This is an optimization exercise on Yosys and OpenROAD, whose aim is small area, a short achievable clock period and few clock cycles per item, not a production implementation.
Only simulation tests tie the RTL to the original design; equivalence was not proved.

==> run a: inputs <==
// ecsm_processor
module ecsm_processor(clk, rst, en_ecsm, done_ecsm, addr, doutb, dina, wea);
==> module inversion_new, before the edit <==
module inversion_new(clk, rst, done_primitive, 
							control_group3, done_inversion, 
							state, inv_rom_dout, count);
input clk, rst;
input done_primitive;	 
output [8:0] control_group3;
output done_inversion;		
output [2:0] state;
output [7:0] inv_rom_dout;
output [7:0] count;
wire [3:0] BasePtSel;
reg [1:0] Base_en, mode;
reg en_primitive;
reg [3:0] inv_rom_address;
wire [7:0] inv_rom_dout;
reg [7:0] count;
wire count_one, chain_end, inv_rom_dout_one;
reg [2:0] BasePtSel1;
reg inc_rom_address, count_init, count_dec;
reg [2:0] state, nextstate;
reg first_run;
reg pp;		 
inversion_rom	inv_rom(inv_rom_address, inv_rom_dout);
assign BasePtSel = {1'b0, BasePtSel1};
assign control_group3 = {BasePtSel, Base_en, mode, en_primitive};
always @(posedge clk)
begin
	if(rst)
		inv_rom_address <= 4'd0;
	else if(inc_rom_address)
		inv_rom_address <= inv_rom_address + 1'b1;
	else
		inv_rom_address <= inv_rom_address;
end
always @(posedge clk)
begin
	if(count_init)
		count <= inv_rom_dout;
	else if(count_dec)
		count <= count - 1'b1;
	else
		count <= count;
end		
assign count_one = (count==8'd1) ? 1'b1 : 1'b0;
assign chain_end = (inv_rom_address==4'd11) ? 1'b1 : 1'b0;
assign inv_rom_dout_one = (inv_rom_dout==4'd1) ? 1'b1 : 1'b0;
always @(posedge clk)
begin
	if(rst)
		state<=3'd0;
	else
		state<=nextstate;
end		
always @(posedge clk)
begin
	if(rst)
		pp<=1'b0;
	else if(state==3'd3)
		pp<=~pp;
end
always @(posedge clk)
begin
	if(rst)
		first_run<=1'b1;
	else if(state==3'd5)
		first_run<=1'b0;
	else
		first_run<=first_run;
end		
always @*
begin
	case(state)
	3'd0: begin  
				BasePtSel1<=3'd0; Base_en<=2'd0; mode<=2'd0; en_primitive<=1'b0;
				inc_rom_address<=1'b0; count_init<=1'b0; count_dec<=1'b0;
			end
	3'd1: begin  
				Base_en<=2'd1; mode<=2'd0; en_primitive<=1'b0;
				inc_rom_address<=1'b0; count_init<=1'b1; count_dec<=1'b0;
				if(first_run) BasePtSel1<=3'd6; else BasePtSel1<=3'd7;  
			end
	3'd2: begin  
				BasePtSel1<=pp ? 3'd2 : 3'd1; Base_en<=2'd0; mode<=2'd1; en_primitive<=1'b1;
				inc_rom_address<=1'b0; count_init<=1'b0; count_dec<=1'b0;
			end			
	3'd3: begin  
				BasePtSel1<=pp ? 3'd2 : 3'd1; Base_en<=2'd1; mode<=2'd1; en_primitive<=1'b0;
				inc_rom_address<=1'b0; count_init<=1'b0; count_dec<=1'b1;
			end			
	3'd4: begin  
				Base_en<=2'd2; mode<=2'd0; en_primitive<=1'b0;
				inc_rom_address<=1'b1; count_init<=1'b0; count_dec<=1'b0;
				if(inv_rom_dout_one) BasePtSel1<=3'd6; else BasePtSel1<=3'd7;
			end
	3'd5: begin  
				BasePtSel1<=3'd7; Base_en<=2'd0; mode<=2'd0; en_primitive<=1'b1;
				inc_rom_address<=1'b0; count_init<=1'b0; count_dec<=1'b0;
			end
	3'd6: begin  
				BasePtSel1<=3'd7; Base_en<=2'd0; mode<=2'd1; en_primitive<=1'b1;
				inc_rom_address<=1'b0; count_init<=1'b0; count_dec<=1'b0;
			end			
	3'd7: begin  
				BasePtSel1<=3'd1; Base_en<=2'd0; mode<=2'd0; en_primitive<=1'b0;
				inc_rom_address<=1'b0; count_init<=1'b0; count_dec<=1'b0;
			end
	default: begin  
				BasePtSel1<=3'd1; Base_en<=2'd0; mode<=2'd0; en_primitive<=1'b0;
				inc_rom_address<=1'b0; count_init<=1'b0; count_dec<=1'b0;
			end	
	endcase
end
always @(state or done_primitive or count_one or chain_end)
begin
	case(state)
	3'd0: nextstate<=3'd1;
	3'd1: begin
				if(chain_end & done_primitive)
					nextstate<=3'd6;
				else
					nextstate<=3'd2;
			end
	3'd2: begin
				if(done_primitive)
					nextstate<=3'd3;
				else
					nextstate<=3'd2;
			end		
	3'd3: begin
				if(count_one)
					nextstate<=3'd4;
				else
					nextstate<=3'd2;
			end		
	3'd4: nextstate<=3'd5;
	3'd5: begin
				if(done_primitive)
					nextstate<=3'd1;
				else
					nextstate<=3'd5;
			end
	3'd6: begin
				if(done_primitive)
					nextstate<=3'd7;
				else
					nextstate<=3'd6;			
			end
	3'd7: nextstate<=3'd7;
	default: nextstate<=3'd1;	
	endcase
end	
assign done_inversion = (state==3'd7) ? 1'b1 : 1'b0;
endmodule
==> flow/config.mk <==
export PLATFORM = sky130hd
export DESIGN_NAME = ecsm_processor
export DESIGN_NICKNAME = ecsm_processor
export VERILOG_FILES = /design/flow/design.v
export SDC_FILE = /design/flow/constraint.sdc
export NUM_CORES = 4
export LEC_CHECK = 0
export ABC_AREA = 1
export CAP_MARGIN = 20
export CORE_MARGIN = 2
export CORE_UTILIZATION = 40
export SETUP_SLACK_MARGIN = 5
export SLEW_MARGIN = 20
==> flow/constraint.sdc <==
create_clock -name core_clock -period 10.0 [get_ports {clk}]
set_input_delay 2.0000 -clock core_clock [delete_from_list [all_inputs] [get_ports {clk}]]
set_output_delay 2.0000 -clock core_clock [all_outputs]
set_load 0.01 [all_outputs]
run.sh (not shown) runs the stock make flow with config.mk's settings and CLKGATE_MAP_FILE= SYNTH_SCRIPT=/design/flow/synth_recipe.tcl, a recipe that flattens the netlist after the stock synthesis.
==> run b (differences from run a) <==
--- a/flow/design.v
+++ b/flow/design.v
@@ -753,7 +753,6 @@
 reg inc_rom_address, count_init, count_dec;
 reg [2:0] state, nextstate;
 reg first_run;
-reg pp;		 
 inversion_rom	inv_rom(inv_rom_address, inv_rom_dout);
 assign BasePtSel = {1'b0, BasePtSel1};
 assign control_group3 = {BasePtSel, Base_en, mode, en_primitive};
@@ -788,20 +787,13 @@
 always @(posedge clk)
 begin
 	if(rst)
-		pp<=1'b0;
-	else if(state==3'd3)
-		pp<=~pp;
-end
-always @(posedge clk)
-begin
-	if(rst)
 		first_run<=1'b1;
 	else if(state==3'd5)
 		first_run<=1'b0;
 	else
 		first_run<=first_run;
 end		
-always @*
+always @(state or first_run or inv_rom_dout_one)
 begin
 	case(state)
 	3'd0: begin  
@@ -814,11 +806,11 @@
 				if(first_run) BasePtSel1<=3'd6; else BasePtSel1<=3'd7;  
 			end
 	3'd2: begin  
-				BasePtSel1<=pp ? 3'd2 : 3'd1; Base_en<=2'd0; mode<=2'd1; en_primitive<=1'b1;
+				BasePtSel1<=3'd1; Base_en<=2'd0; mode<=2'd1; en_primitive<=1'b1;
 				inc_rom_address<=1'b0; count_init<=1'b0; count_dec<=1'b0;
 			end			
 	3'd3: begin  
-				BasePtSel1<=pp ? 3'd2 : 3'd1; Base_en<=2'd1; mode<=2'd1; en_primitive<=1'b0;
+				BasePtSel1<=3'd1; Base_en<=2'd1; mode<=2'd1; en_primitive<=1'b0;
 				inc_rom_address<=1'b0; count_init<=1'b0; count_dec<=1'b1;
 			end			
 	3'd4: begin  
CORE_UTILIZATION = 60   (was 40)
==> run c (differences from run a) <==
--- a/flow/design.v
+++ b/flow/design.v
@@ -753,7 +753,6 @@
 reg inc_rom_address, count_init, count_dec;
 reg [2:0] state, nextstate;
 reg first_run;
-reg pp;		 
 inversion_rom	inv_rom(inv_rom_address, inv_rom_dout);
 assign BasePtSel = {1'b0, BasePtSel1};
 assign control_group3 = {BasePtSel, Base_en, mode, en_primitive};
@@ -788,20 +787,13 @@
 always @(posedge clk)
 begin
 	if(rst)
-		pp<=1'b0;
-	else if(state==3'd3)
-		pp<=~pp;
-end
-always @(posedge clk)
-begin
-	if(rst)
 		first_run<=1'b1;
 	else if(state==3'd5)
 		first_run<=1'b0;
 	else
 		first_run<=first_run;
 end		
-always @*
+always @(state or first_run or inv_rom_dout_one)
 begin
 	case(state)
 	3'd0: begin  
@@ -814,11 +806,11 @@
 				if(first_run) BasePtSel1<=3'd6; else BasePtSel1<=3'd7;  
 			end
 	3'd2: begin  
-				BasePtSel1<=pp ? 3'd2 : 3'd1; Base_en<=2'd0; mode<=2'd1; en_primitive<=1'b1;
+				BasePtSel1<=3'd1; Base_en<=2'd0; mode<=2'd1; en_primitive<=1'b1;
 				inc_rom_address<=1'b0; count_init<=1'b0; count_dec<=1'b0;
 			end			
 	3'd3: begin  
-				BasePtSel1<=pp ? 3'd2 : 3'd1; Base_en<=2'd1; mode<=2'd1; en_primitive<=1'b0;
+				BasePtSel1<=3'd1; Base_en<=2'd1; mode<=2'd1; en_primitive<=1'b0;
 				inc_rom_address<=1'b0; count_init<=1'b0; count_dec<=1'b1;
 			end			
 	3'd4: begin  
SETUP_SLACK_MARGIN = not set   (was 5)
==> impl_metrics.csv <==
group,metric,value,unit
worst_setup_path,path_buf_inv,3,
layout,buf_share,2.71,%
outcome,status,"finished clean",
floorplanning,die_w,236,um
sta,fin_hold_ws,0.409,ns
(the above is from run b)
==> impl_metrics.csv <==
group,metric,value,unit
worst_setup_path,path_buf_inv,6,
outcome,status,"finished clean",
floorplanning,die_w,289,um
place,place_area,33900,um^2
sta,skew,0.0363,ns
yosys,synth_fa_ha_area_share,4.24,%
sta,fin_hold_ws,0.407,ns
layout,buf_share,3.02,%
floorplanning,pin_count,45,
(the above is from run a)
==> impl_metrics.csv <==
group,metric,value,unit
floorplanning,die_w,288,um
layout,buf_share,2.20,%
sta,fin_hold_ws,0.407,ns
outcome,status,"finished clean",
(the above is from run c)
Testbench counts of run a, summed over its fixed seeds: cycles 8,836,244, items 12.
Testbench counts of run b, summed over its fixed seeds: cycles 8,978,804, items 12.
Testbench counts of run c, summed over its fixed seeds: cycles 8,978,804, items 12.

## what the ideal ports hide
The results above use ideal ports. As a check the final layouts listed here were re-extracted and re-timed, cells and wires unchanged. Step 1 assumes that a clkbuf_16 drives the clock port and a buf_2 every other input. Step 2, shift: input delay + t, output delay - t, t = (earliest + latest rising clock arrival at the registers) / 2. This alone moves slack from input paths to output paths. a / b / c = no drivers / after step 1 / after step 2; a / b = the first two.
run | t, ns | slack for setup (ns) | cell pins on the clock port's net
run a | 0.665 | 5.288 / 5.288 / 4.805 | 1
run b | 0.675 | 5.186 / 5.212 / 4.537 | 1
run c | 0.692 | 4.669 / 4.669 / 4.455 | 1
After both steps setup and hold are still met in every run listed. The setup slack of run b, which loses most, moves by +0.026 ns with the drivers and by -0.649 ns with both steps.
